This is an optimization exercise on Yosys and OpenROAD, whose aim is small area, a short achievable clock period and few clock cycles, not a production implementation.
Only simulation tests tie the RTL to the original design; equivalence was not proved.
Power and IR drop assume default switching activity.

the previous run:
// cpu
module cpu(
        input Clk,
        input Reset_N,
        output i_readM,
        output i_writeM,
        output [15:0] i_address,
        input [15:0] i_data,
        output d_readM,
        output d_writeM,
        output [15:0] d_address,
        input [15:0] d_data_in,
        output [15:0] d_data_out,
        output reg [15:0] num_inst,
        output reg [15:0] output_port,
        output is_halted
);
For scale: ~1,300 cells after synthesis, ~0.011 sq mm of cells after synthesis.
==> flow/config.mk <==
export PLATFORM = sky130hd
export DESIGN_NAME = cpu
export DESIGN_NICKNAME = cpu
export VERILOG_FILES = /design/flow/design.v
export SDC_FILE = /design/flow/constraint.sdc
export NUM_CORES = 4
export LEC_CHECK = 0
export ABC_CLOCK_PERIOD_IN_PS = 1500
export CAP_MARGIN = 20
export CORE_MARGIN = 2
export CORE_UTILIZATION = 40
export SLEW_MARGIN = 20
==> flow/constraint.sdc <==
create_clock -name core_clock -period 12.0 [get_ports {Clk}]
set_input_delay 2.4000 -clock core_clock [delete_from_list [all_inputs] [get_ports {Clk}]]
set_output_delay 2.4000 -clock core_clock [all_outputs]
set_load 0.01 [all_outputs]
standard.sh (not shown) runs the stock make flow with config.mk's settings and CLKGATE_MAP_FILE= SYNTH_SCRIPT=/design/flow/synth_recipe.tcl, a recipe that flattens the netlist after the stock synthesis.
==> flow/flow/run.sh <==
#!/bin/bash
# The standard layout (the standard.sh: ORFS from synthesis to the final
# layout, with config.mk's settings), with one change: every repair_timing
# step aims at a setup slack of 8.5 ns at the design's clock period, so gate
# sizing and buffering work on the paths that set the period the design
# achieves. The SDC, the clock period and the synthesis are the standard ones.
# make's output goes to standard_flow.log; each ORFS step writes its own log
# under orfs/logs/.
set -euo pipefail
bash standard.sh SETUP_SLACK_MARGIN=8.5 finish > standard_flow.log 2>&1
The previous run completed end to end with timing, DRC and antenna clean.
Testbench counts of the previous run, summed over its fixed seeds: cycles 38,905.
Input-level comparison between the current run and the previous run:
--- a/flow/design.v
+++ b/flow/design.v
@@ -37,31 +37,29 @@
     wire f_isR   = (f_op == 4'd15);
     wire f_r_alu = f_isR & ~f_fn[4];
     wire f_r_jr  = f_isR & f_fn[4] & ~f_fn[2];
     wire f_r_hlt = f_isR & f_fn[4] & f_fn[2] & f_fn[0];
     wire f_isBr  = (f_op[3:2] == 2'b00);
     wire f_jump  = f_op[3] & ~f_op[2] & (f_op[1] | f_op[0]);
     wire f_use_rs = ~((f_op == 4'd6) | (f_op == 4'd14) | f_jump | f_r_hlt);
     wire f_use_rt = (f_r_alu & ~f_fn[2]) | (f_isBr & ~f_op[1]) | (f_op == 4'd8);
-    wire f_pt = f_isBr & ((f_imm[7:5] == 3'b111) | ((f_imm[7:5] == 3'b000) & ~f_op[0]));
+    wire f_pt = f_isBr & (f_imm[7:5] == 3'b111);
     wire [8:0] pcp1 = {1'b0, pc} + 9'd1;
     wire [4:0] t_p = pc[4:0] ^ f_imm[4:0];
     wire [4:0] t_g = pc[4:0] & f_imm[4:0];
     wire c1 = pc[0] | f_imm[0];
     wire c2 = t_g[1] | (t_p[1] & pc[0]) | (t_p[1] & f_imm[0]);
     wire g32 = t_g[3] | (t_p[3] & t_g[2]);
     wire p32 = t_p[3] & t_p[2];
     wire c3 = t_g[2] | (t_p[2] & t_g[1]) | (t_p[2] & t_p[1] & pc[0]) | (t_p[2] & t_p[1] & f_imm[0]);
     wire c4 = g32 | (p32 & c2);
     wire c5 = t_g[4] | (t_p[4] & g32) | (t_p[4] & p32 & c2);
     wire [2:0] pc_hi_m1 = pc[7:5] - 3'd1;
-    wire [2:0] pc_hi_p1 = pc[7:5] + 3'd1;
-    wire [2:0] t_hi = f_imm[7] ? (c5 ? pc[7:5] : pc_hi_m1) : (c5 ? pc_hi_p1 : pc[7:5]);
-    wire [7:0] f_btgt = {t_hi, t_p ^ {c4, c3, c2, c1, 1'b1}};
+    wire [7:0] f_btgt = {c5 ? pc[7:5] : pc_hi_m1, t_p ^ {c4, c3, c2, c1, 1'b1}};
     reg [7:0] f_rsv;
     always @(*) begin
         case (f_rs)
             2'd0: f_rsv = r0[7:0];
             2'd1: f_rsv = r1[7:0];
             2'd2: f_rsv = r2[7:0];
             default: f_rsv = r3[7:0];
         endcase
## What came out
The number of stages on the worst setup path reported for the current run is smaller than that of the previous run by 4. Relative to the previous run, part of the power in registers has decreased by 0.3 points in the current run. The current run — maximum frequency 1.9 MHz lower, the previous run as reference. As far as number of nets with antenna violations after routing goes, the previous run and the current run are indistinguishable; the numbers are identical. The current run: total area of sequential cells 28 sq um above the previous run. The current run vs the previous run, post-synthesis instance area went up by about 0.32%. The current run vs the previous run — final critical-path share of the clock period rose 0.25 points. Looking at area of the die across both flows, the current run is the weaker of the two, with the previous run ahead. Taking the previous run as the reference, in the current run DRC violation count after routing held, total chip power increased by 0.32% relative to the old numbers, final area now larger.
Testbench counts of the current run, summed over its fixed seeds: cycles 39,466.

separate check: timing with driven ports:
The results above use ideal ports. As a check the final layouts listed here were re-extracted and re-timed, cells and wires unchanged.
Step 1 sets driving cells, clkbuf_16 on the clock port and buf_2 on the other inputs (assumed; they add their load-dependent delay and slew).
Step 2 moves the port delays by t, midway between the first and last clock arrival at a register: inputs arrive t later, outputs are due t later. That takes back most of the time a late clock gives input paths.
a / b / c = ideal ports / drivers / drivers and shift; a / b = the first two.
| run | t (ns) | slack for setup (ns) | hold slack, ns | cell pins on the clock port's net |
|---|---|---|---|---|
| the previous run | 0.485 | 8.077 / 8.063 / 7.602 | 0.494 / 0.494 / 0.494 | 1 |
| the current run | 0.490 | 8.047 / 8.060 / 7.570 | 0.479 / 0.479 / 0.479 | 1 |
After both steps setup and hold are still met in every run listed. For the current run, which loses most, drivers alone change the setup slack by +0.013 ns; drivers and shift together by -0.477 ns.
